This is an optimization exercise on Yosys and OpenROAD, whose aim is small area, not a production implementation.
Function was checked by simulation only, so behaviour that the tests miss may differ from the original.

==> design/flow/design.v <==
module quad_logic (
    input signed [31:0] angle_in,
    output [27:0] z1_out,
    output reg sin_sign, cos_sign
);
localparam signed [31:0] PI = 32'h1921FB54;
localparam signed [31:0] PI_2 = 32'h0C90FDAA;
localparam signed [31:0] TWO_PI = 32'h3243F6A9;
localparam signed [31:0] THREE_PI_2 = 32'h25B2F8FE;
localparam signed [31:0] AT0 = 32'h06487ED5;
reg signed [31:0] f;      
reg signed [31:0] c;      
reg neg;
always @(*) begin
    if (angle_in < 0) f = TWO_PI;
    else if (angle_in >= TWO_PI) f = -TWO_PI;
    else f = 32'sd0;
    if (angle_in <= PI_2 - f) begin
        neg = 1'b0; c = f - AT0; sin_sign = 1'b0; cos_sign = 1'b0;
    end else if (angle_in <= PI - f) begin
        neg = 1'b1; c = PI - f - AT0 + 1; sin_sign = 1'b0; cos_sign = 1'b1;
    end else if (angle_in <= THREE_PI_2 - f) begin
        neg = 1'b0; c = f - PI - AT0; sin_sign = 1'b1; cos_sign = 1'b1;
    end else begin
        neg = 1'b1; c = TWO_PI - f - AT0 + 1; sin_sign = 1'b1; cos_sign = 1'b0;
    end
end
wire [31:0] z1 = (angle_in ^ {32{neg}}) + c;
assign z1_out = z1[27:0];
endmodule
module CORDIC (
    input clk,
    input signed [15:0] x_start,
    input signed [15:0] y_start,
    input [27:0] z1_in,       
    input sin_sign, cos_sign,
    output [15:0] sine,
    output [15:0] cosine
);
function [31:0] add32;
    input [31:0] a, b;
    input cin;
    add32 = a + b + {31'b0, cin};
endfunction
wire signed [31:0] x0 = {x_start[15], x_start, 15'b0};
wire signed [31:0] y0 = {y_start[15], y_start, 15'b0};
reg [31:15] x1, y1;
reg signed [27:0] z1;
wire [31:0] x1_n = add32(x0, ~y0, 1'b1);
wire [31:0] y1_n = add32(y0, x0, 1'b0);
reg [31:0] sgn_s, sgn_c;   
always @(posedge clk) begin
    x1 <= x1_n[31:15]; y1 <= y1_n[31:15]; z1 <= z1_in;
    sgn_s <= {sgn_s[30:0], sin_sign}; sgn_c <= {sgn_c[30:0], cos_sign};
end
wire s1 = ~z1[27];
wire [27:0] z2_n = s1 ? z1 - 28'd62229729 : z1 + 28'd62229729;
reg signed [26:0] z2;
always @(posedge clk) z2 <= z2_n[26:0];
wire signed [31:0] xk1 = {x1, 15'b0};
wire signed [31:0] yk1 = {y1, 15'b0};
wire [31:0] xsh1 = xk1 >>> 1;
wire [31:0] ysh1 = yk1 >>> 1;
wire [31:0] x2_n = add32(xk1, ysh1 ^ {32{s1}}, s1);
wire [31:0] y2_n = add32(yk1, xsh1 ^ {32{~s1}}, ~s1);
reg [31:14] x2, y2;
always @(posedge clk) begin x2 <= x2_n[31:14]; y2 <= y2_n[31:14]; end
wire s2 = ~z2[26];
wire [26:0] z3_n = s2 ? z2 - 27'd32880480 : z2 + 27'd32880480;
reg signed [25:0] z3;
always @(posedge clk) z3 <= z3_n[25:0];
wire signed [31:0] xk2 = {x2, 14'b0};
wire signed [31:0] yk2 = {y2, 14'b0};
wire [31:0] xsh2 = xk2 >>> 2;
wire [31:0] ysh2 = yk2 >>> 2;
wire [31:0] x3_n = add32(xk2, ysh2 ^ {32{s2}}, s2);
wire [31:0] y3_n = add32(yk2, xsh2 ^ {32{~s2}}, ~s2);
reg [31:12] x3, y3;
always @(posedge clk) begin x3 <= x3_n[31:12]; y3 <= y3_n[31:12]; end
wire s3 = ~z3[25];
wire [25:0] z4_n = s3 ? z3 - 26'd16690645 : z3 + 26'd16690645;
reg signed [24:0] z4;
always @(posedge clk) z4 <= z4_n[24:0];
wire signed [31:0] xk3 = {x3, 12'b0};
wire signed [31:0] yk3 = {y3, 12'b0};
wire [31:0] xsh3 = xk3 >>> 3;
wire [31:0] ysh3 = yk3 >>> 3;
wire [31:0] x4_n = add32(xk3, ysh3 ^ {32{s3}}, s3);
wire [31:0] y4_n = add32(yk3, xsh3 ^ {32{~s3}}, ~s3);
reg [31:9] x4, y4;
always @(posedge clk) begin x4 <= x4_n[31:9]; y4 <= y4_n[31:9]; end
wire s4 = ~z4[24];
wire [24:0] z5_n = s4 ? z4 - 25'd8377711 : z4 + 25'd8377711;
reg signed [23:0] z5;
always @(posedge clk) z5 <= z5_n[23:0];
wire signed [31:0] xk4 = {x4, 9'b0};
wire signed [31:0] yk4 = {y4, 9'b0};
wire [31:0] xsh4 = xk4 >>> 4;
wire [31:0] ysh4 = yk4 >>> 4;
wire [31:0] x5_n = add32(xk4, ysh4 ^ {32{s4}}, s4);
wire [31:0] y5_n = add32(yk4, xsh4 ^ {32{~s4}}, ~s4);
reg [31:5] x5, y5;
always @(posedge clk) begin x5 <= x5_n[31:5]; y5 <= y5_n[31:5]; end
wire s5 = ~z5[23];
wire [23:0] z6_n = s5 ? z5 - 24'd4192939 : z5 + 24'd4192939;
reg signed [22:0] z6;
always @(posedge clk) z6 <= z6_n[22:0];
wire signed [31:0] xk5 = {x5, 5'b0};
wire signed [31:0] yk5 = {y5, 5'b0};
wire [31:0] xsh5 = xk5 >>> 5;
wire [31:0] ysh5 = yk5 >>> 5;
wire [31:0] x6_n = add32(xk5, ysh5 ^ {32{s5}}, s5);
wire [31:0] y6_n = add32(yk5, xsh5 ^ {32{~s5}}, ~s5);
reg [31:0] x6, y6;
always @(posedge clk) begin x6 <= x6_n[31:0]; y6 <= y6_n[31:0]; end
wire s6 = ~z6[22];
wire [22:0] z7_n = s6 ? z6 - 23'd2096981 : z6 + 23'd2096981;
reg signed [21:0] z7;
always @(posedge clk) z7 <= z7_n[21:0];
wire signed [31:0] xk6 = x6;
wire signed [31:0] yk6 = y6;
wire [31:0] xsh6 = xk6 >>> 6;
wire [31:0] ysh6 = yk6 >>> 6;
wire [31:0] x7_n = add32(xk6, ysh6 ^ {32{s6}}, s6);
wire [31:0] y7_n = add32(yk6, xsh6 ^ {32{~s6}}, ~s6);
reg [31:0] x7, y7;
always @(posedge clk) begin x7 <= x7_n[31:0]; y7 <= y7_n[31:0]; end
wire s7 = ~z7[21];
wire [21:0] z8_n = s7 ? z7 - 22'd1048555 : z7 + 22'd1048555;
reg signed [20:0] z8;
always @(posedge clk) z8 <= z8_n[20:0];
wire signed [31:0] xk7 = x7;
wire signed [31:0] yk7 = y7;
wire [31:0] xsh7 = xk7 >>> 7;
wire [31:0] ysh7 = yk7 >>> 7;
wire [31:0] x8_n = add32(xk7, ysh7 ^ {32{s7}}, s7);
wire [31:0] y8_n = add32(yk7, xsh7 ^ {32{~s7}}, ~s7);
reg [31:0] x8, y8;
always @(posedge clk) begin x8 <= x8_n[31:0]; y8 <= y8_n[31:0]; end
wire s8 = ~z8[20];
wire [20:0] z9_n = s8 ? z8 - 21'd524285 : z8 + 21'd524285;
reg [19:0] u9;
always @(posedge clk) u9 <= {~z9_n[19], z9_n[18:0]};
wire signed [31:0] xk8 = x8;
wire signed [31:0] yk8 = y8;
wire [31:0] xsh8 = xk8 >>> 8;
wire [31:0] ysh8 = yk8 >>> 8;
wire [31:0] x9_n = add32(xk8, ysh8 ^ {32{s8}}, s8);
wire [31:0] y9_n = add32(yk8, xsh8 ^ {32{~s8}}, ~s8);
reg [31:0] x9, y9;
always @(posedge clk) begin x9 <= x9_n[31:0]; y9 <= y9_n[31:0]; end
wire s9 = u9[19];
reg [18:0] u10;
always @(posedge clk) u10 <= u9[18:0];
wire signed [31:0] xk9 = x9;
wire signed [31:0] yk9 = y9;
wire [31:0] xsh9 = xk9 >>> 9;
wire [31:0] ysh9 = yk9 >>> 9;
wire [31:0] x10_n = add32(xk9, ysh9 ^ {32{s9}}, s9);
wire [31:0] y10_n = add32(yk9, xsh9 ^ {32{~s9}}, ~s9);
reg [31:0] x10, y10;
always @(posedge clk) begin x10 <= x10_n[31:0]; y10 <= y10_n[31:0]; end
wire s10 = u10[18];
reg [17:0] u11;
always @(posedge clk) u11 <= u10[17:0];
wire signed [31:0] xk10 = x10;
wire signed [31:0] yk10 = y10;
wire [31:0] xsh10 = xk10 >>> 10;
wire [31:0] ysh10 = yk10 >>> 10;
wire [31:0] x11_n = add32(xk10, ysh10 ^ {32{s10}}, s10);
wire [31:0] y11_n = add32(yk10, xsh10 ^ {32{~s10}}, ~s10);
reg [31:0] x11, y11;
always @(posedge clk) begin x11 <= x11_n[31:0]; y11 <= y11_n[31:0]; end
wire s11 = u11[17];
reg [16:0] u12;
always @(posedge clk) u12 <= u11[16:0];
wire signed [31:0] xk11 = x11;
wire signed [31:0] yk11 = y11;
wire [31:0] xsh11 = xk11 >>> 11;
wire [31:0] ysh11 = yk11 >>> 11;
wire [31:0] x12_n = add32(xk11, ysh11 ^ {32{s11}}, s11);
wire [31:0] y12_n = add32(yk11, xsh11 ^ {32{~s11}}, ~s11);
reg [31:0] x12, y12;
always @(posedge clk) begin x12 <= x12_n[31:0]; y12 <= y12_n[31:0]; end
wire s12 = u12[16];
reg [15:0] u13;
always @(posedge clk) u13 <= u12[15:0];
wire signed [31:0] xk12 = x12;
wire signed [31:0] yk12 = y12;
wire [31:0] xsh12 = xk12 >>> 12;
wire [31:0] ysh12 = yk12 >>> 12;
wire [31:0] x13_n = add32(xk12, ysh12 ^ {32{s12}}, s12);
wire [31:0] y13_n = add32(yk12, xsh12 ^ {32{~s12}}, ~s12);
reg [31:0] x13, y13;
always @(posedge clk) begin x13 <= x13_n[31:0]; y13 <= y13_n[31:0]; end
wire s13 = u13[15];
reg [14:0] u14;
always @(posedge clk) u14 <= u13[14:0];
wire signed [31:0] xk13 = x13;
wire signed [31:0] yk13 = y13;
wire [31:0] xsh13 = xk13 >>> 13;
wire [31:0] ysh13 = yk13 >>> 13;
wire [31:0] x14_n = add32(xk13, ysh13 ^ {32{s13}}, s13);
wire [31:0] y14_n = add32(yk13, xsh13 ^ {32{~s13}}, ~s13);
reg [31:0] x14, y14;
always @(posedge clk) begin x14 <= x14_n[31:0]; y14 <= y14_n[31:0]; end
wire s14 = u14[14];
reg [13:0] u15;
always @(posedge clk) u15 <= u14[13:0];
wire signed [31:0] xk14 = x14;
wire signed [31:0] yk14 = y14;
wire [31:0] xsh14 = xk14 >>> 14;
wire [31:0] ysh14 = yk14 >>> 14;
wire [31:0] x15_n = add32(xk14, ysh14 ^ {32{s14}}, s14);
wire [31:0] y15_n = add32(yk14, xsh14 ^ {32{~s14}}, ~s14);
reg [31:0] x15, y15;
always @(posedge clk) begin x15 <= x15_n[31:0]; y15 <= y15_n[31:0]; end
wire s15 = u15[13];
reg [12:0] u16;
always @(posedge clk) u16 <= u15[12:0];
wire signed [31:0] xk15 = x15;
wire signed [31:0] yk15 = y15;
wire [31:0] xsh15 = xk15 >>> 15;
wire [31:0] ysh15 = yk15 >>> 15;
wire [31:0] x16_n = add32(xk15, ysh15 ^ {32{s15}}, s15);
wire [31:0] y16_n = add32(yk15, xsh15 ^ {32{~s15}}, ~s15);
reg [31:0] x16, y16;
always @(posedge clk) begin x16 <= x16_n[31:0]; y16 <= y16_n[31:0]; end
wire s16 = u16[12];
reg [11:0] u17;
always @(posedge clk) u17 <= u16[11:0];
wire signed [31:0] xk16 = x16;
wire signed [31:0] yk16 = y16;
wire [31:0] xsh16 = xk16 >>> 16;
wire [31:0] ysh16 = yk16 >>> 16;
wire [31:0] x17_n = add32(xk16, ysh16 ^ {32{s16}}, s16);
wire [31:0] y17_n = add32(yk16, xsh16 ^ {32{~s16}}, ~s16);
reg [31:0] x17, y17;
always @(posedge clk) begin x17 <= x17_n[31:0]; y17 <= y17_n[31:0]; end
wire s17 = u17[11];
reg [10:0] u18;
always @(posedge clk) u18 <= u17[10:0];
wire signed [31:0] xk17 = x17;
wire signed [31:0] yk17 = y17;
wire [31:0] xsh17 = xk17 >>> 17;
wire [31:0] ysh17 = yk17 >>> 17;
wire [31:0] x18_n = add32(xk17, ysh17 ^ {32{s17}}, s17);
wire [31:0] y18_n = add32(yk17, xsh17 ^ {32{~s17}}, ~s17);
reg [31:0] x18, y18;
always @(posedge clk) begin x18 <= x18_n[31:0]; y18 <= y18_n[31:0]; end
wire s18 = u18[10];
reg [9:0] u19;
always @(posedge clk) u19 <= u18[9:0];
wire signed [31:0] xk18 = x18;
wire signed [31:0] yk18 = y18;
wire [31:0] xsh18 = xk18 >>> 18;
wire [31:0] ysh18 = yk18 >>> 18;
wire [31:0] x19_n = add32(xk18, ysh18 ^ {32{s18}}, s18);
wire [31:0] y19_n = add32(yk18, xsh18 ^ {32{~s18}}, ~s18);
reg [31:0] x19, y19;
always @(posedge clk) begin x19 <= x19_n[31:0]; y19 <= y19_n[31:0]; end
wire s19 = u19[9];
reg [8:0] u20;
always @(posedge clk) u20 <= u19[8:0];
wire signed [31:0] xk19 = x19;
wire signed [31:0] yk19 = y19;
wire [31:0] xsh19 = xk19 >>> 19;
wire [31:0] ysh19 = yk19 >>> 19;
wire [31:0] x20_n = add32(xk19, ysh19 ^ {32{s19}}, s19);
wire [31:0] y20_n = add32(yk19, xsh19 ^ {32{~s19}}, ~s19);
reg [31:0] x20, y20;
always @(posedge clk) begin x20 <= x20_n[31:0]; y20 <= y20_n[31:0]; end
wire s20 = u20[8];
reg [7:0] u21;
always @(posedge clk) u21 <= u20[7:0];
wire signed [31:0] xk20 = x20;
wire signed [31:0] yk20 = y20;
wire [31:0] xsh20 = xk20 >>> 20;
wire [31:0] ysh20 = yk20 >>> 20;
wire [31:0] x21_n = add32(xk20, ysh20 ^ {32{s20}}, s20);
wire [31:0] y21_n = add32(yk20, xsh20 ^ {32{~s20}}, ~s20);
reg [31:0] x21, y21;
always @(posedge clk) begin x21 <= x21_n[31:0]; y21 <= y21_n[31:0]; end
wire s21 = u21[7];
reg [6:0] u22;
always @(posedge clk) u22 <= u21[6:0];
wire signed [31:0] xk21 = x21;
wire signed [31:0] yk21 = y21;
wire [31:0] xsh21 = xk21 >>> 21;
wire [31:0] ysh21 = yk21 >>> 21;
wire [31:0] x22_n = add32(xk21, ysh21 ^ {32{s21}}, s21);
wire [31:0] y22_n = add32(yk21, xsh21 ^ {32{~s21}}, ~s21);
reg [31:0] x22, y22;
always @(posedge clk) begin x22 <= x22_n[31:0]; y22 <= y22_n[31:0]; end
wire s22 = u22[6];
reg [5:0] u23;
always @(posedge clk) u23 <= u22[5:0];
wire signed [31:0] xk22 = x22;
wire signed [31:0] yk22 = y22;
wire [31:0] xsh22 = xk22 >>> 22;
wire [31:0] ysh22 = yk22 >>> 22;
wire [31:0] x23_n = add32(xk22, ysh22 ^ {32{s22}}, s22);
wire [31:0] y23_n = add32(yk22, xsh22 ^ {32{~s22}}, ~s22);
reg [31:0] x23, y23;
always @(posedge clk) begin x23 <= x23_n[31:0]; y23 <= y23_n[31:0]; end
wire s23 = u23[5];
reg [4:0] u24;
always @(posedge clk) u24 <= u23[4:0];
wire signed [31:0] xk23 = x23;
wire signed [31:0] yk23 = y23;
wire [31:0] xsh23 = xk23 >>> 23;
wire [31:0] ysh23 = yk23 >>> 23;
wire [31:0] x24_n = add32(xk23, ysh23 ^ {32{s23}}, s23);
wire [31:0] y24_n = add32(yk23, xsh23 ^ {32{~s23}}, ~s23);
reg [31:0] x24, y24;
always @(posedge clk) begin x24 <= x24_n[31:0]; y24 <= y24_n[31:0]; end
wire s24 = u24[4];
reg [3:0] u25;
always @(posedge clk) u25 <= u24[3:0];
wire signed [31:0] xk24 = x24;
wire signed [31:0] yk24 = y24;
wire [31:0] xsh24 = xk24 >>> 24;
wire [31:0] ysh24 = yk24 >>> 24;
wire [31:0] x25_n = add32(xk24, ysh24 ^ {32{s24}}, s24);
wire [31:0] y25_n = add32(yk24, xsh24 ^ {32{~s24}}, ~s24);
reg [31:0] x25, y25;
always @(posedge clk) begin x25 <= x25_n[31:0]; y25 <= y25_n[31:0]; end
wire s25 = u25[3];
reg [2:0] u26;
always @(posedge clk) u26 <= u25[2:0];
wire signed [31:0] xk25 = x25;
wire signed [31:0] yk25 = y25;
wire [31:0] xsh25 = xk25 >>> 25;
wire [31:0] ysh25 = yk25 >>> 25;
wire [31:0] x26_n = add32(xk25, ysh25 ^ {32{s25}}, s25);
wire [31:0] y26_n = add32(yk25, xsh25 ^ {32{~s25}}, ~s25);
reg [31:0] x26, y26;
always @(posedge clk) begin x26 <= x26_n[31:0]; y26 <= y26_n[31:0]; end
wire s26 = u26[2];
reg [1:0] u27;
always @(posedge clk) u27 <= u26[1:0];
wire signed [31:0] xk26 = x26;
wire signed [31:0] yk26 = y26;
wire [31:0] xsh26 = xk26 >>> 26;
wire [31:0] ysh26 = yk26 >>> 26;
wire [31:0] x27_n = add32(xk26, ysh26 ^ {32{s26}}, s26);
wire [31:0] y27_n = add32(yk26, xsh26 ^ {32{~s26}}, ~s26);
reg [31:0] x27, y27;
always @(posedge clk) begin x27 <= x27_n[31:0]; y27 <= y27_n[31:0]; end
wire s27 = u27[1];
reg [0:0] u28;
always @(posedge clk) u28 <= u27[0:0];
wire signed [31:0] xk27 = x27;
wire signed [31:0] yk27 = y27;
wire [31:0] xsh27 = xk27 >>> 27;
wire [31:0] ysh27 = yk27 >>> 27;
wire [31:0] x28_n = add32(xk27, ysh27 ^ {32{s27}}, s27);
wire [31:0] y28_n = add32(yk27, xsh27 ^ {32{~s27}}, ~s27);
reg [31:0] x28, y28;
always @(posedge clk) begin x28 <= x28_n[31:0]; y28 <= y28_n[31:0]; end
wire s28 = u28[0];
reg [0:0] u29;
always @(posedge clk) u29 <= u28[0:0];
wire signed [31:0] xk28 = x28;
wire signed [31:0] yk28 = y28;
wire [31:0] xsh28 = xk28 >>> 28;
wire [31:0] ysh28 = yk28 >>> 28;
wire [31:0] x29_n = add32(xk28, ysh28 ^ {32{s28}}, s28);
wire [31:0] y29_n = add32(yk28, xsh28 ^ {32{~s28}}, ~s28);
reg [31:0] x29, y29;
always @(posedge clk) begin x29 <= x29_n[31:0]; y29 <= y29_n[31:0]; end
wire s29 = u29[0];
reg [0:0] u30;
always @(posedge clk) u30 <= u29[0:0];
wire signed [31:0] xk29 = x29;
wire signed [31:0] yk29 = y29;
wire [31:0] xsh29 = xk29 >>> 29;
wire [31:0] ysh29 = yk29 >>> 29;
wire [31:0] x30_n = add32(xk29, ysh29 ^ {32{s29}}, s29);
wire [31:0] y30_n = add32(yk29, xsh29 ^ {32{~s29}}, ~s29);
reg [31:0] x30, y30;
always @(posedge clk) begin x30 <= x30_n[31:0]; y30 <= y30_n[31:0]; end
wire s30 = u30[0];
reg [0:0] u31;
always @(posedge clk) u31 <= u30[0:0];
wire signed [31:0] xk30 = x30;
wire signed [31:0] yk30 = y30;
wire [31:0] xsh30 = xk30 >>> 30;
wire [31:0] ysh30 = yk30 >>> 30;
wire [31:0] x31_n = add32(xk30, ysh30 ^ {32{s30}}, s30);
wire [31:0] y31_n = add32(yk30, xsh30 ^ {32{~s30}}, ~s30);
reg [31:0] x31, y31;
always @(posedge clk) begin x31 <= x31_n[31:0]; y31 <= y31_n[31:0]; end
wire s31 = u31[0];
wire [31:0] x32_n = add32(x31, {32{y31[31]}} ^ {32{s31}}, s31);
wire [31:0] y32_n = add32(y31, {32{x31[31]}} ^ {32{~s31}}, ~s31);
reg [15:0] r31s, r31c, r32s, r32c, r33s, r33c;
reg [32:31] ng_s, ng_c;
always @(posedge clk) begin
    r31s <= y32_n[30:15]; r31c <= x32_n[30:15];
    ng_s <= {ng_s[31], sgn_s[30]}; ng_c <= {ng_c[31], sgn_c[30]};
    r32s <= r31s; r32c <= r31c;
    r33s <= ng_s[32] ? -r32s : r32s;
    r33c <= ng_c[32] ? -r32c : r32c;
end
assign sine = r33s;
assign cosine = r33c;
endmodule
module CORDIC_top #(parameter WIDTH = 16 , parameter ITERATIONS = 32) (
    input clk,
    input signed [WIDTH-1:0] x_start,
    input signed [WIDTH-1:0] y_start,
    input signed [31:0] angle_in,
    output signed [WIDTH-1:0] sine,
    output signed [WIDTH-1:0] cosine
);
wire [27:0] z1;
wire sin_sign, cos_sign;
quad_logic quad_logic_DUT(
    .angle_in(angle_in),
    .z1_out(z1),
    .sin_sign(sin_sign),
    .cos_sign(cos_sign)
);
CORDIC CORDIC_DUT(
    .clk(clk),
    .x_start(x_start),
    .y_start(y_start),
    .z1_in(z1),
    .sin_sign(sin_sign),
    .cos_sign(cos_sign),
    .sine(sine),
    .cosine(cosine)
);
endmodule
==> design/flow/run.sh <==
#!/bin/bash
# synth_recipe.tcl (not shown) runs the flow's synth.tcl, then flattens the netlist and writes it again
# the make line also repeats each setting of config.mk as NAME=value (left out here)
make -C /OpenROAD-flow-scripts/flow DESIGN_CONFIG=/design/flow/config.mk WORK_HOME=/design/flow/orfs CLKGATE_MAP_FILE= SYNTH_SCRIPT=/design/flow/synth_recipe.tcl finish
==> design/flow/config.mk <==
export PLATFORM = sky130hd
export DESIGN_NAME = CORDIC_top
export DESIGN_NICKNAME = CORDIC_top
export VERILOG_FILES = /design/flow/design.v
export SDC_FILE = /design/flow/constraint.sdc
export NUM_CORES = 4
export LEC_CHECK = 0
export CAP_MARGIN = 20
export CORE_MARGIN = 2
export CORE_UTILIZATION = 40
export SLEW_MARGIN = 20
==> design/flow/constraint.sdc <==
create_clock -name core_clock -period 6.0 [get_ports {clk}]
set_input_delay 1.2000 -clock core_clock [delete_from_list [all_inputs] [get_ports {clk}]]
set_output_delay 1.2000 -clock core_clock [all_outputs]
set_load 0.01 [all_outputs]
==> results by group, run 1 <==
Timing
  • Clock Skew: 0.0616 ns
  • Worst setup margin: -0.245 ns
  • Fin crit share: 104%
  • Tightest Pin Transition: 1.09 ns
  • Hold Worst Slack: 0.286 ns
  • Final setup vio count: 8
  • Final Hold Fails: 0
  • F_max: 160 MHz
  • Slew margin rel.: 27.5%
  • Unrepaired setup endpoints after global routing: true
  • Pins over their slew limit: 0
  • Min cycle time layout: 6.25 ns

Global route
  • Largest net degree at the start of global routing: 70
  • Congestion Overflow GR: 0
  • Number of global-route vias before repair: 114321
  • Initial antenna violation count: 4
  • GRT Resource Usage Total: 18.5%
  • First-pass GRT wire length: 598 mm

Clocking
  • Clock tree buffer depth: 4
  • CTS Buf Count: 291
  • CTS Hold Bufs: 0
  • Worst-skew pair later-pin latency: 0.93 ns
  • H-tree Lvls: 5
  • Clock Pin Slew Worst Setup and Hold Paths: 0.06 ns
  • CTS tree: yes
  • Root Driver: clkbuf_16
  • CTS sink cnt: 2444

Yosys
  • FF+latch count, synth: 2444
  • Top-area cell type share of the netlist area: 31.9%
  • Number of flops mapped to enable cells by yosys: 0
  • Post-synthesis sequential area ratio: 31.9%
  • Synth area leaders: dfxtp_1 (32%), ha_1 (17%), xnor2_1 (10%)
  • Unique masters post-synth: 101
  • Most repeated cell in the gate-level netlist after synthesis: dfxtp_1
  • Yosys top cell by area: dfxtp_1
  • Mapped Area: 153000 um^2
  • Mapped Avg Cell Area: 9.19 um^2
  • Synth cell count leaders: dfxtp_1 (2444), ha_1 (2073), xnor2_1 (1759)
  • Asr flop ratio synth: 0%
  • Syn Inst Count: 16697
  • Yosys warning count: 2
  • Top_reg_cell synth: dfxtp_1

Worst setup path
  • Critical Path Start Type: primary input
  • Required time of the worst setup path: 6.84 ns
  • Worst r2r src: CORDIC_DUT.u13[15]
  • Crit-path max FO: 5
  • WS Path Type: primary input to flop
  • CP max stage cell: or4_4
  • Critical Path End Type: flop
  • Worst Path Arrival: 7.09 ns
  • Flop-to-flop setup slack: 1.41 ns
  • R2R cell count: 12
  • Largest stage delay, worst path: 0.54 ns
  • RR Endpoint: CORDIC_DUT.y14[30]

Floorplanning
  • # rows: 227
  • Initial Util: 40.2%
  • Die Width: 623 um
  • Core area: 382000 um^2
  • I/O Pins: 97
  • Die area: 388000 um^2
  • Die Y: 623 um

Worst hold path
  • WHS Path Cells: 0
  • Min-Delay Endpoint: CORDIC_DUT.u12[13]
  • HP Class: flop to flop
  • Hold Path Origin: CORDIC_DUT.u11[13]

Layout
  • Final #Nets: 19408
  • Fill cell count: 36757
  • Proportion of layout cells with a drive suffix above 1: 6.19%
  • Area of the multi-input gates: 102000 um^2
  • Area growth syn-to-layout: 12.9%
  • Register area: 49000 um^2
  • Cell area after layout: 173000 um^2

Placed design
  • IO Port Bufs: 96
  • Final HPWL DP: 297 mm
  • Area after DPL: 162000 um^2
  • Placer Congestion: 0.882
  • DP Worst Slack: -1.88 ns

Run
  • Max_cap viols: 0

Routing
  • Starting DRC count in detailed routing: 6163
  • Routed vias/inst: 5.26
  • Final WL: 370 mm
  • Vias: 118476
  • DR DRC count: 0
  • Routed len/inst: 16.5 um
  • ANT nets after route: 0
  • Pre-antenna DRT Iters: 6

Run status
  • Status: finished with violations
  • Fail Reasons: setup timing
stage by stage:
step | std cells | util, % | setup TNS (ns)
floorplan | 16702 | - | -8.25
global placement | 21937 | 42.5 | -32.29
detailed placement | 21937 | 42.5 | -32.83
CTS | 22481 | 45.3 | -1.32
global route | 22505 | 45.3 | -4.21
finish | 22505 | 45.3 | -1.17
final cells by class:
cell class / instances / share of cell area, %
well taps: 5038 / 3.64
inverters: 568 / 1.23
clock inverters: 146 / 1.20
clock buffers: 383 / 4.76
diodes: 22 / 0.0318
flip-flops and latches: 2444 / 28.3
repair buffers: 359 / 1.73
multi-input cells: 13545 / 59.1
placed cells by master, fill, tap and decap left out, types with 42 or more instances in the layout:
| master | instances |
|---|---|
| buf_4 | 251 |
| dfxtp_1 | 2427 |
| nor2_1 | 976 |
| a21boi_0 | 72 |
| clkbuf_16 | 300 |
| and2_1 | 123 |
| a21o_1 | 803 |
| o211ai_1 | 107 |
| and4_1 | 58 |
| nand4_1 | 128 |
| nor3_1 | 362 |
| clkdlybuf4s50_1 | 81 |
| clkbuf_8 | 44 |
| a31o_2 | 51 |
| o21a_1 | 282 |
| and3_1 | 182 |
| xnor2_1 | 1744 |
| o21ai_0 | 709 |
| or3_1 | 118 |
| o31ai_1 | 100 |
| a221oi_1 | 53 |
| o2111ai_1 | 43 |
| o21bai_1 | 269 |
| a21oi_1 | 1551 |
| fa_1 | 60 |
| inv_1 | 565 |
| ha_1 | 2062 |
| nand3_1 | 278 |
| nor4_1 | 49 |
| bufinv_16 | 42 |
| nand2_1 | 906 |
| a211oi_1 | 128 |
| or2_2 | 68 |
| o31a_1 | 51 |
| xor2_1 | 946 |
| nor2b_1 | 169 |
| a31oi_1 | 139 |
| a211o_1 | 55 |
| nand2b_1 | 205 |
worst max-delay path: cells and delay by family:
| family | cells | cell delay, ns |
|---|---|---|
| xor+xnor | 1 | 0.12 |
| buf+inv | 4 | 0.44 |
| fa+ha+maj | 2 | 0.50 |
| simple gates | 11 | 2.37 |
| compound gates | 13 | 2.45 |
how the worst max path moves through the flow:
stage                 start           endpoint
2_1_floorplan  angle_in[21]  CORDIC_DUT.z1[22]
3_5_place_dp   angle_in[20]  CORDIC_DUT.z1[26]
6_report       angle_in[19]  CORDIC_DUT.z1[22]
5_1_grt        angle_in[19]  CORDIC_DUT.z1[23]
3_3_place_gp   angle_in[20]  CORDIC_DUT.z1[26]
4_1_cts        angle_in[19]  CORDIC_DUT.z1[23]
routing by layer:
metal	routed length, um	global-route usage, %
met1	174000	24.2
met2	173000	32.1
met3	12400	1.94
met4	10600	5.38
met5	9	0
timing repair:
item | CTS | global route
endpoints found under the setup margin | 19 | 17
buffers inserted | 14 | 2
gates cloned | 1 | 0
pin swaps | 46 | 22
resized for setup | 75 | 18
kinds of logic (layout without fill, tap and decap cells):
kind of cell             after synthesis  count (layout)  share of synthesized area (%)
other                                  2              29                        0.00490
multiplexers                          53              53                          0.371
AND/OR/NAND/NOR                     3760            3760                           12.0
AO/OA/AOI/OAI                       4874            4874                           20.8
buffers and inverters                713            1456                           1.77
adder cells (fa/ha/maj)             2134            2134                           17.7
flip-flops                          2444            2444                           31.9
XOR/XNOR                            2717            2717                           15.5
==> run 2: changes to the inputs <==
--- a/design/flow/design.v
+++ b/design/flow/design.v
@@ -1,60 +1,107 @@
 module quad_logic (
     input signed [31:0] angle_in,
-    output [27:0] z1_out,
+    output [27:0] za_out,
+    output [3:0] zsel_out,
+    output reg s1_out,
     output reg sin_sign, cos_sign
 );
+reg [1:0] quad;
 localparam signed [31:0] PI = 32'h1921FB54;
 localparam signed [31:0] PI_2 = 32'h0C90FDAA;
 localparam signed [31:0] TWO_PI = 32'h3243F6A9;
 localparam signed [31:0] THREE_PI_2 = 32'h25B2F8FE;
 localparam signed [31:0] AT0 = 32'h06487ED5;
-reg signed [31:0] f;      
-reg signed [31:0] c;      
-reg neg;
+wire fl_p = angle_in < 0;
+wire fl_m = angle_in >= TWO_PI;
+wire q1 = fl_p ? (angle_in <= PI_2 - TWO_PI) : fl_m ? (angle_in <= PI_2 + TWO_PI) : (angle_in <= PI_2);
+wire q2 = fl_p ? (angle_in <= PI - TWO_PI) : fl_m ? (angle_in <= PI + TWO_PI) : (angle_in <= PI);
+wire q3 = fl_p ? (angle_in <= THREE_PI_2 - TWO_PI) : fl_m ? (angle_in <= THREE_PI_2 + TWO_PI) : (angle_in <= THREE_PI_2);
+wire t0 = fl_p ? (angle_in >= AT0 - TWO_PI) : fl_m ? (angle_in >= AT0 + TWO_PI) : (angle_in >= AT0);
+wire t1 = fl_p ? (angle_in <= PI - AT0 - TWO_PI) : fl_m ? (angle_in <= PI - AT0 + TWO_PI) : (angle_in <= PI - AT0);
+wire t2 = fl_p ? (angle_in >= AT0 + PI - TWO_PI) : fl_m ? (angle_in >= AT0 + PI + TWO_PI) : (angle_in >= AT0 + PI);
+wire t3 = fl_p ? (angle_in <= -AT0) : fl_m ? (angle_in <= TWO_PI + TWO_PI - AT0) : (angle_in <= TWO_PI - AT0);
 always @(*) begin
-    if (angle_in < 0) f = TWO_PI;
-    else if (angle_in >= TWO_PI) f = -TWO_PI;
-    else f = 32'sd0;
-    if (angle_in <= PI_2 - f) begin
-        neg = 1'b0; c = f - AT0; sin_sign = 1'b0; cos_sign = 1'b0;
-    end else if (angle_in <= PI - f) begin
-        neg = 1'b1; c = PI - f - AT0 + 1; sin_sign = 1'b0; cos_sign = 1'b1;
-    end else if (angle_in <= THREE_PI_2 - f) begin
-        neg = 1'b0; c = f - PI - AT0; sin_sign = 1'b1; cos_sign = 1'b1;
+    if (q1) begin
+        quad = 2'd0; sin_sign = 1'b0; cos_sign = 1'b0; s1_out = t0;
+    end else if (q2) begin
+        quad = 2'd1; sin_sign = 1'b0; cos_sign = 1'b1; s1_out = t1;
+    end else if (q3) begin
+        quad = 2'd2; sin_sign = 1'b1; cos_sign = 1'b1; s1_out = t2;
     end else begin
-        neg = 1'b1; c = TWO_PI - f - AT0 + 1; sin_sign = 1'b1; cos_sign = 1'b0;
+        quad = 2'd3; sin_sign = 1'b1; cos_sign = 1'b0; s1_out = t3;
     end
 end
-wire [31:0] z1 = (angle_in ^ {32{neg}}) + c;
-assign z1_out = z1[27:0];
+assign za_out = angle_in[27:0] ^ {28{quad[0]}};
+assign zsel_out = {fl_m, fl_p, quad};
 endmodule
 module CORDIC (
     input clk,
     input signed [15:0] x_start,
     input signed [15:0] y_start,
-    input [27:0] z1_in,       
+    input [27:0] za_in,       
+    input [3:0] zsel_in,      
+    input s1_in,              
     input sin_sign, cos_sign,
     output [15:0] sine,
     output [15:0] cosine
 );
-function [31:0] add32;
+function [31:0] add32;   
     input [31:0] a, b;
     input cin;
-    add32 = a + b + {31'b0, cin};
+    integer k, j;
+    reg c, cb, G, P;
+    reg [31:0] p, g;
+    begin
+        p = a ^ b; g = a & b; c = cin;
+        for (k = 0; k < 32; k = k + 2) begin
+            cb = c;
+            for (j = k; j < k + 2 && j < 32; j = j + 1) begin
+                add32[j] = p[j] ^ cb; cb = g[j] | (p[j] & cb);
+            end
+            G = 1'b0; P = 1'b1;
+            for (j = k; j < k + 2 && j < 32; j = j + 1) begin
+                G = g[j] | (p[j] & G); P = P & p[j];
+            end
+            c = G | (P & c);
+        end
+    end
+endfunction
+function [27:0] quad_offset;
+    input [3:0] sel;
+    input s1;
+    reg [31:0] f, c;
+    begin
+        case (sel[3:2])
+            2'd1: f = 32'h3243F6A9;
+            2'd2: f = -32'h3243F6A9;
+            default: f = 32'h0;
+        endcase
+        case (sel[1:0])
+            2'd0: c = f - 32'h06487ED5;
+            2'd1: c = 32'h1921FB54 - f - 32'h06487ED5 + 1;
+            2'd2: c = f - 32'h1921FB54 - 32'h06487ED5;
+            default: c = 32'h3243F6A9 - f - 32'h06487ED5 + 1;
+        endcase
+        if (s1) c = c - 32'h03B58CE1;
+        else c = c + 32'h03B58CE1;
+        quad_offset = c[27:0];
+    end
 endfunction
 wire signed [31:0] x0 = {x_start[15], x_start, 15'b0};
 wire signed [31:0] y0 = {y_start[15], y_start, 15'b0};
 reg [31:15] x1, y1;
-reg signed [27:0] z1;
+reg [27:0] za;
+reg [3:0] zsel;
+reg s1r;         
 wire [31:0] x1_n = add32(x0, ~y0, 1'b1);
 wire [31:0] y1_n = add32(y0, x0, 1'b0);
 reg [31:0] sgn_s, sgn_c;   
 always @(posedge clk) begin
-    x1 <= x1_n[31:15]; y1 <= y1_n[31:15]; z1 <= z1_in;
+    x1 <= x1_n[31:15]; y1 <= y1_n[31:15]; za <= za_in; zsel <= zsel_in; s1r <= s1_in;
     sgn_s <= {sgn_s[30:0], sin_sign}; sgn_c <= {sgn_c[30:0], cos_sign};
 end
-wire s1 = ~z1[27];
-wire [27:0] z2_n = s1 ? z1 - 28'd62229729 : z1 + 28'd62229729;
+wire s1 = s1r;
+wire [27:0] z2_n = za + quad_offset(zsel, s1r);
 reg signed [26:0] z2;
 always @(posedge clk) z2 <= z2_n[26:0];
 wire signed [31:0] xk1 = {x1, 15'b0};
@@ -414,11 +461,15 @@
     output signed [WIDTH-1:0] sine,
     output signed [WIDTH-1:0] cosine
 );
-wire [27:0] z1;
+wire [27:0] za;
+wire [3:0] zsel;
+wire s1;
 wire sin_sign, cos_sign;
 quad_logic quad_logic_DUT(
     .angle_in(angle_in),
-    .z1_out(z1),
+    .za_out(za),
+    .zsel_out(zsel),
+    .s1_out(s1),
     .sin_sign(sin_sign),
     .cos_sign(cos_sign)
 );
@@ -426,7 +477,9 @@
     .clk(clk),
     .x_start(x_start),
     .y_start(y_start),
-    .z1_in(z1),
+    .za_in(za),
+    .zsel_in(zsel),
+    .s1_in(s1),
     .sin_sign(sin_sign),
     .cos_sign(cos_sign),
     .sine(sine),
==> results by group, run 2 <==
Timing
  • Min cycle time layout: 5.37 ns (-0.876 ns)
  • Final Hold Fails: 0 (unchanged)
  • Pins over their slew limit: 0 (unchanged)
  • Clock Skew: 0.0728 ns (+0.0112 ns)
  • Setup tns final: 0 ns (+1.17 ns)
  • Slew margin rel.: 31.2% (+3.7 points)
  • Fin crit share: 89.5% (-15 points)
  • Unrepaired setup endpoints after global routing: false
  • Tightest Pin Transition: 1.02 ns (-0.0630 ns)
  • F_max: 186 MHz (+16%)
  • Final setup vio count: 0 (-8)

Global route
  • GRT Resource Usage Total: 16.3% (-2.3 points)
  • Number of global-route vias before repair: 101013 (-12%)
  • First-pass GRT wire length: 512 mm (-14%)
  • Largest net degree at the start of global routing: 48 (-31%)
  • Congestion Overflow GR: 0 (unchanged)
  • Initial antenna violation count: 1 (-3)

Routing
  • Routed len/inst: 14.9 um (-9.3%)
  • Starting DRC count in detailed routing: 3888 (-37%)
  • ANT nets after route: 0 (unchanged)
  • DR DRC count: 0 (unchanged)
  • Pre-antenna DRT Iters: 7 (+1)
  • Routed vias/inst: 4.77 (-9.3%)
  • Vias: 97711 (-18%)
  • Final WL: 305 mm (-18%)

Yosys
  • Synth area leaders: dfxtp_1 (33%), ha_1 (17%), fa_1 (12%)
  • FF+latch count, synth: 2448 (+0.16%)
  • Post-synthesis sequential area ratio: 32.9% (+0.96 points)
  • Top-area cell type share of the netlist area: 32.9% (+0.96 points)
  • Yosys top cell by area: dfxtp_1
  • Mux cell area share after synthesis: 0.189% (-0.18 points)
  • Yosys warning count: 2 (unchanged)
  • Mapped Area: 149000 um^2 (-2.8%)
  • Most repeated cell in the gate-level netlist after synthesis: dfxtp_1
  • XOR/XNOR Fraction of Synth Area: 12.8% (-2.7 points)
  • Top_reg_cell synth: dfxtp_1
  • Synth cell count leaders: dfxtp_1 (2448), inv_1 (2363), ha_1 (2007)
  • Post-synthesis simple-gate area fraction: 7.03% (-4.9 points)
  • Number of flops mapped to enable cells by yosys: 0 (unchanged)
  • Syn Inst Count: 14957 (-10%)
  • Compound-Gate Fraction of Synth Area: 11.9% (-8.9 points)
  • Largest family of logic cells by synthesized area: adder cells
  • Mapped Avg Cell Area: 9.97 um^2 (+8.5%)
  • Adder-cell share of the synthesized area: 28.8% (+11 points)
  • Unique masters post-synth: 95 (-5.9%)
  • Asr flop ratio synth: 0% (unchanged)

Layout
  • Commonest cells after routing, fill and taps aside: dfxtp_1 (2427), inv_1 (2363), ha_1 (2007)
  • Proportion of layout cells with a drive suffix above 1: 4.74% (-1.4 points)
  • Area growth syn-to-layout: 11.8%
  • Fill cell count: 35548 (-3.3%)
  • Register area: 49000 um^2 (+0.17%)
  • Fin cells: 20470 (-9.0%)
  • Final #Nets: 18241 (-6.0%)
  • Area of the multi-input gates: 90700 um^2 (-11%)
  • Commonest non-fill, non-tap cell in the layout: dfxtp_1

Worst setup path
  • RR Endpoint: CORDIC_DUT.z2[25]
  • Critical path destination: CORDIC_DUT.z2[25]
  • Crit-path max FO: 11 (+6)
  • Required time of the worst setup path: 6.82 ns (-0.02 ns)
  • Critical Path Start Type: flop
  • WS Path Type: flop to flop
  • Critical Path End Type: flop
  • Worst r2r src: CORDIC_DUT.zsel[1]
  • CP startpoint: CORDIC_DUT.zsel[1]
  • R2R cell count: 22 (+10)
  • Flop-to-flop setup slack: 0.63 ns (-0.78 ns)
  • Worst Path Arrival: 6.19 ns (-0.90 ns)

Clocking
  • CTS Hold Bufs: 0 (unchanged)
  • CTS tree: yes
  • Root Driver: clkbuf_16
  • CTS sink cnt: 2448 (+0.16%)
  • Clock tree buffer depth: 4 (unchanged)
  • CTS Buf Count: 286 (-1.7%)
  • Worst-skew pair later-pin latency: 0.90 ns (-0.03 ns)
  • Setup Buffers After CTS: 0 (-14)
  • Post-CTS Resized: 0 (-100%)
  • H-tree Lvls: 5 (unchanged)
  • Clock Pin Slew Worst Setup and Hold Paths: 0.06 ns (about the same)

Run status
  • Status: complete, no violations

Placed design
  • Final HPWL DP: 247 mm (-17%)
  • Placer Congestion: 0.857 (-2.8%)
  • IO Port Bufs: 96 (unchanged)
  • Cells after DPL: 19959 (-9.0%)

Floorplanning
  • Die Y: 615 um (-1.4%)
  • Die area: 378000 um^2 (-2.8%)
  • Die Width: 615 um (-1.4%)
  • Initial Util: 40.1% (about the same)
  • Core area: 372000 um^2 (-2.7%)
  • I/O Pins: 97 (unchanged)
  • # rows: 224 (-1.3%)

Run
  • Max_cap viols: 0 (unchanged)

Worst hold path
  • HP Class: flop to flop
  • WHS Path Cells: 0 (unchanged)
## run 2: cell count changes in the layout (fill, tap and decap cells not counted), moves of 300 or more
cell / change
a21o_1: -420
a21oi_1: -642
fa_1: +833
inv_1: +1798
nand2_1: -411
nor2_1: -408
o21ai_0: -300
xor2_1: -305
## run 2: through the flow
stage	setup slack (ns)	instance area, um^2	hold WS (ns)	util, %
6_report	0.631	167000	0.309	44.8
3_5_place_dp	0.683	157000	0.312	42.2
2_1_floorplan	0.877	149000	0.310	-
4_1_cts	0.659	167000	0.296	44.8
3_3_place_gp	0.628	157000	0.310	42.1
5_1_grt	0.119	167000	0.307	44.8
## run 2: worst min-delay path by stage
stage / end / start / slack [ns]
2_1_floorplan: CORDIC_DUT.ng_c[31] / CORDIC_DUT.sgn_c[30] / 0.31
3_3_place_gp: CORDIC_DUT.ng_c[32] / CORDIC_DUT.ng_c[31] / 0.31
3_5_place_dp: CORDIC_DUT.r32c[2] / CORDIC_DUT.r31c[2] / 0.31
4_1_cts: CORDIC_DUT.sgn_s[30] / CORDIC_DUT.sgn_s[29] / 0.30
5_1_grt: CORDIC_DUT.sgn_s[30] / CORDIC_DUT.sgn_s[29] / 0.31
6_report: CORDIC_DUT.sgn_s[30] / CORDIC_DUT.sgn_s[29] / 0.31
## run 2: cell type report
class	count	area share, %
antenna	7	0.0105
clock buffer	361	4.79
clock inverter	142	1.20
inverter	2364	5.32
multi-input combinational	9969	54.4
sequential	2448	29.4
tap	4972	3.73
timing repair buffer	207	1.09
## run 2: worst max-delay path: stages (launching register included)
cell,delay (ns)
dfxtp_1,0.38
inv_1,0.08
ha_1,0.19
buf_4,0.18
o31a_1,0.29
or2_2,0.34
fa_1,0.46
a211oi_1,0.37
o211ai_1,0.20
nand2_1,0.18
a31oi_1,0.19
o211ai_1,0.30
nand2b_1,0.08
a21oi_1,0.19
xnor2_1,0.09
ha_1,0.38
a21o_1,0.17
a21o_1,0.20
or3_1,0.31
nor3_1,0.25
o41ai_1,0.13
a21oi_1,0.19
xnor2_1,0.13
## run 2: cell families (layout without fill, tap and decap cells)
group	Yosys count	after routing
other	0	7
DFF	2448	2448
adders and majority gates	2900	2900
and+or+nand+nor	2142	2142
AOI/OAI and AO/OA	2718	2718
buffers and inverters	2540	3074
xor gates and xnor gates	2181	2181
muxes	28	28
## run 2: layer usage
metal | share of wire, % | GRT usage, %
met1 | 44 | 19.9
met2 | 51 | 30.3
met3 | 2.7 | 1.72
met4 | 2.3 | 3.98
met5 | 0 | 0
==> run 3: changes to the inputs <==
==> design/flow/flow/run.sh (new file) <==
#!/bin/bash
# Own flow: the standard layout, with synthesis run through flow/my_synth.tcl
# (a different ABC script and no full-adder extraction). Registers and their
# names are those of the standard synthesis.
set -euo pipefail
W=$(pwd)
export MY_WORK=$W
export MY_ABC_SCRIPT=$W/flow/abc_area.script
# synthesis only, with our script; the remaining steps are the standard.sh
make -C "$FLOW_HOME" DESIGN_CONFIG="$W/config.mk" WORK_HOME="$W/orfs" CLKGATE_MAP_FILE= \
  SYNTH_SCRIPT="$W/flow/my_synth.tcl" synth > "$W/own_synth.log" 2>&1
bash "$W/standard.sh" > "$W/own_standard.log" 2>&1
==> design/flow/flow/abc_area.script (new file) <==
strash
dch
map -D 4500
topo
buffer -N 10
upsize -D 4500
dnsize -D 4500
stime -p
==> design/flow/flow/my_synth.tcl (new file) <==
# The standard synthesis (synth_recipe.tcl) with two changes for area:
# Yosys's abc calls use this flow's ABC script, and full/half adders are not
# extracted into fa/ha cells (ABC maps the adder logic itself).
proc abc {args} {
  set i [lsearch -exact $args -script]
  if {$i >= 0} { lset args [expr {$i + 1}] $::env(MY_ABC_SCRIPT) }
  puts "flow/my_synth.tcl: abc $args"
  yosys abc {*}$args
}
proc extract_fa {args} { puts "flow/my_synth.tcl: extract_fa skipped" }
source $::env(MY_WORK)/synth_recipe.tcl
==> design/flow/standard.sh (new file) <==
#!/bin/bash
# synth_recipe.tcl (not shown) runs the flow's synth.tcl, then flattens the netlist and writes it again
# the make line also repeats each setting of config.mk as NAME=value (left out here)
make -C /OpenROAD-flow-scripts/flow DESIGN_CONFIG=/design/flow/config.mk WORK_HOME=/design/flow/orfs CLKGATE_MAP_FILE= SYNTH_SCRIPT=/design/flow/synth_recipe.tcl "${@:-finish}"
removed: design/flow/run.sh
==> results by group, run 3 <==
Floorplanning
  • Initial Util: 40.1% (-0.046 points)
  • Die area: 332000 um^2 (-12%)
  • # rows: 210 (-6.3%)
  • Die Width: 576 um (-6.3%)
  • Die Y: 576 um (-6.3%)
  • I/O Pins: 97 (unchanged)
  • Core area: 327000 um^2 (-12%)

Yosys
  • Number of flops mapped to enable cells by yosys: 0 (unchanged)
  • Mux cell area share after synthesis: 0% (-0.19 points)
  • Synth area leaders: dfxtp_1 (37%), xor2_1 (14%), nor2_1 (11%)
  • Syn Inst Count: 17917 (+20%)
  • Adder-cell share of the synthesized area: 0.0382% (-29 points)
  • Post-synthesis simple-gate area fraction: 19.5% (+12 points)
  • Post-synthesis sequential area ratio: 37.4% (+4.6 points)
  • Compound-Gate Fraction of Synth Area: 10.2% (-1.7 points)
  • Mapped Area: 131000 um^2 (-12%)
  • Top_reg_cell synth: dfxtp_1
  • Mapped Avg Cell Area: 7.31 um^2 (-27%)
  • Synth cell count leaders: nor2_1 (3804), inv_1 (2892), dfxtp_1 (2448)
  • FF+latch count, synth: 2448 (unchanged)
  • XOR/XNOR Fraction of Synth Area: 23.5% (+11 points)
  • Unique masters post-synth: 65 (-32%)
  • Yosys warning count: 2 (unchanged)
  • Asr flop ratio synth: 0% (unchanged)
  • Yosys top cell by area: dfxtp_1
  • Top-area cell type share of the netlist area: 37.4% (+4.6 points)
  • Most repeated cell in the gate-level netlist after synthesis: nor2_1
  • Largest family of logic cells by synthesized area: XOR/XNOR gates

Global route
  • GRT Resource Usage Total: 17.2% (+0.89 points)
  • Met1 usage: 20.4% (+0.53 points)
  • Congestion Overflow GR: 0 (unchanged)
  • Number of global-route vias before repair: 96395 (-4.6%)
  • Met3 usage in global routing: 2.09% (+0.37 points)
  • Met2 GRT Util: 31.9% (+1.6 points)
  • GRT Max-Usage Layer: met2
  • Largest net degree at the start of global routing: 61 (+27%)
  • First-pass GRT wire length: 471 mm (-7.9%)
  • Initial antenna violation count: 11 (+10)

Worst setup path
  • Critical Path Start Type: flop
  • Critical Path End Type: flop
  • Crit-path max FO: 16 (+5)
  • WS Path Type: flop to flop
  • Required time of the worst setup path: 6.75 ns (-0.07 ns)
  • Worst Path Arrival: 6.24 ns (+0.05 ns)

Layout
  • Area growth syn-to-layout: 12.9%
  • Commonest cells after routing, fill and taps aside: nor2_1 (3803), inv_1 (2892), dfxtp_1 (2430)
  • Commonest non-fill, non-tap cell in the layout: nor2_1
  • Final #Nets: 18248 (+0.038%)
  • Proportion of layout cells with a drive suffix above 1: 4.84% (+0.097 points)
  • Cell area after layout: 148000 um^2 (-11%)

Routing
  • Final WL: 289 mm (-5.4%)
  • Vias: 101516 (+3.9%)
  • Routed vias/inst: 4.46 (-6.6%)
  • Starting DRC count in detailed routing: 4299 (+11%)
  • Routed len/inst: 12.7 um (-15%)
  • ANT nets after route: 0 (unchanged)
  • Pre-antenna DRT Iters: 5 (-2)
  • DR DRC count: 0 (unchanged)

Timing
  • Min cycle time layout: 5.49 ns (+0.118 ns)
  • Pins over their slew limit: 0 (unchanged)
  • Tightest Pin Transition: 0.882 ns (-0.143 ns)
  • Clock Skew: 0.0966 ns (+0.0238 ns)
  • Final setup vio count: 0 (unchanged)
  • Slew margin rel.: 40.8% (+9.6 points)
  • F_max: 182 MHz (-2.2%)
  • Final Hold Fails: 0 (unchanged)
  • Fin crit share: 91.5% (+2.0 points)

Clocking
  • Worst-skew pair later-pin latency: 0.92 ns (+0.02 ns)
  • CTS Hold Bufs: 0 (unchanged)
  • Setup Buffers After CTS: 0 (unchanged)
  • CTS tree: yes
  • CTS Buf Count: 283 (-1.0%)
  • CTS sink cnt: 2448 (unchanged)
  • Clock tree buffer depth: 4 (unchanged)
  • Post-CTS Resized: 0 (unchanged)
  • Root Driver: clkbuf_16
  • H-tree Lvls: 5 (unchanged)
  • Clock Pin Slew Worst Setup and Hold Paths: 0.06 ns (about the same)

Run status
  • Status: complete, no violations

Placed design
  • IO Port Bufs: 96 (unchanged)
  • Area after DPL: 137000 um^2 (-12%)
  • Final HPWL DP: 229 mm (-7.3%)
  • Placer Congestion: 0.888 (+3.5%)

Run
  • Max_cap viols: 0 (unchanged)

Worst hold path
  • HP Class: flop to flop
[run 3: changes by cell type in the layout (fill, tap and decap cells not counted), moves of 206 or more]
cell | previous run | this run
inv_1 | 2363 | 2892
fa_1 | 893 | 0
nor2_1 | 568 | 3803
nand2_1 | 495 | 2219
ha_1 | 2007 | 0
xor2_1 | 641 | 2129
a21oi_1 | 909 | 703
a21o_1 | 383 | 4
[run 3: routing by layer]
metal | routed length [um] | vias to the layer above
li1 | - | 55396
met1 | 129000 | 44528
met2 | 143000 | 1134
met3 | 8830 | 458
met4 | 8420 | 0
met5 | 0 | -
[run 3: cells by family (layout without fill, tap and decap cells)]
kind of cell / count (synthesis) / in the layout
buf+inv: 3220 / 3708
simple gates: 6551 / 6551
xor+xnor: 3516 / 3516
fa+ha+maj: 5 / 5
flops: 2448 / 2448
compound gates: 2177 / 2177
other cells: 0 / 11
[run 3: path summary, 6_finish.rpt]
path | startpoint | cells past startpoint | slack, ns | endpoint
min reg2reg | CORDIC_DUT.u11[10] | 0 | 0.32 | CORDIC_DUT.u12[10]
max | CORDIC_DUT.u11[17] | 22 | 0.51 | CORDIC_DUT.x12[31]
max reg2reg | CORDIC_DUT.u11[17] | 22 | 0.51 | CORDIC_DUT.x12[31]
min | CORDIC_DUT.u11[10] | 0 | 0.32 | CORDIC_DUT.u12[10]
[run 3: stage by stage]
step           worst slack [ns]  util, %  TNS (ns)  hold WS (ns)  instances
6_report                  0.512     45.2         0         0.315      22762
3_5_place_dp              0.225     42.1         0         0.312      22244
2_1_floorplan              1.17        -         0         0.310      17917
3_3_place_gp              0.324     42.1         0         0.310      22244
5_1_grt                 -0.0329     45.2   -0.0581         0.313      22760
4_1_cts                   0.151     45.1         0         0.307      22751
[run 3: worst max-delay path, stage by stage (launching register included)]
cell,delay (ns)
dfxtp_4,0.52
xnor2_1,0.19
xor2_1,0.24
nand2_1,0.07
o21ai_0,0.13
nand3_1,0.15
a31oi_1,0.30
a311oi_1,0.23
o31ai_2,0.36
a311oi_2,0.21
o31ai_2,0.32
a311oi_1,0.22
o31ai_2,0.36
a311oi_2,0.25
o31ai_4,0.32
a311oi_2,0.21
o21bai_1,0.28
a311oi_1,0.20
o21bai_1,0.29
nand3_1,0.14
a31oi_1,0.16
a21oi_1,0.07
xnor2_1,0.14
[run 3: area by class of cell]
type / instances / area (um^2)
repair buffers: 287 / 2430
well taps: 4346 / 5440
fillers: 32478 / 179000
inverters: 2914 / 10900
clock inverters: 125 / 1680
flip-flops and latches: 2448 / 49000
clock buffers: 382 / 8110
multi-input cells: 12249 / 70100
diodes: 11 / 27.5

## re-timing with driven ports
The results above use ideal ports. As a check the final layouts listed here were re-extracted and re-timed, cells and wires unchanged. Step 1 assumes that a clkbuf_16 drives the clock port and a buf_2 every other input. Step 2, shift: input delay + t, output delay - t, t = (earliest + latest rising clock arrival at the registers) / 2. This alone moves slack from input paths to output paths. Three values: no drivers, after step 1, after step 2; two values: the first two.
| run | t (ns) | setup slack, ns | worst register clock-pin slew, ns |
|---|---|---|---|
| run 1 | 1.005 | -0.245 / -0.175 / -1.180 | 0.07 / 0.07 |
| run 2 | 0.980 | 0.631 / 0.631 / 0.631 | 0.07 / 0.07 |
| run 3 | 0.978 | 0.512 / 0.512 / 0.512 | 0.06 / 0.06 |
The setup slack of run 1, which loses most, moves by +0.070 ns with the drivers and by -0.935 ns with both steps.
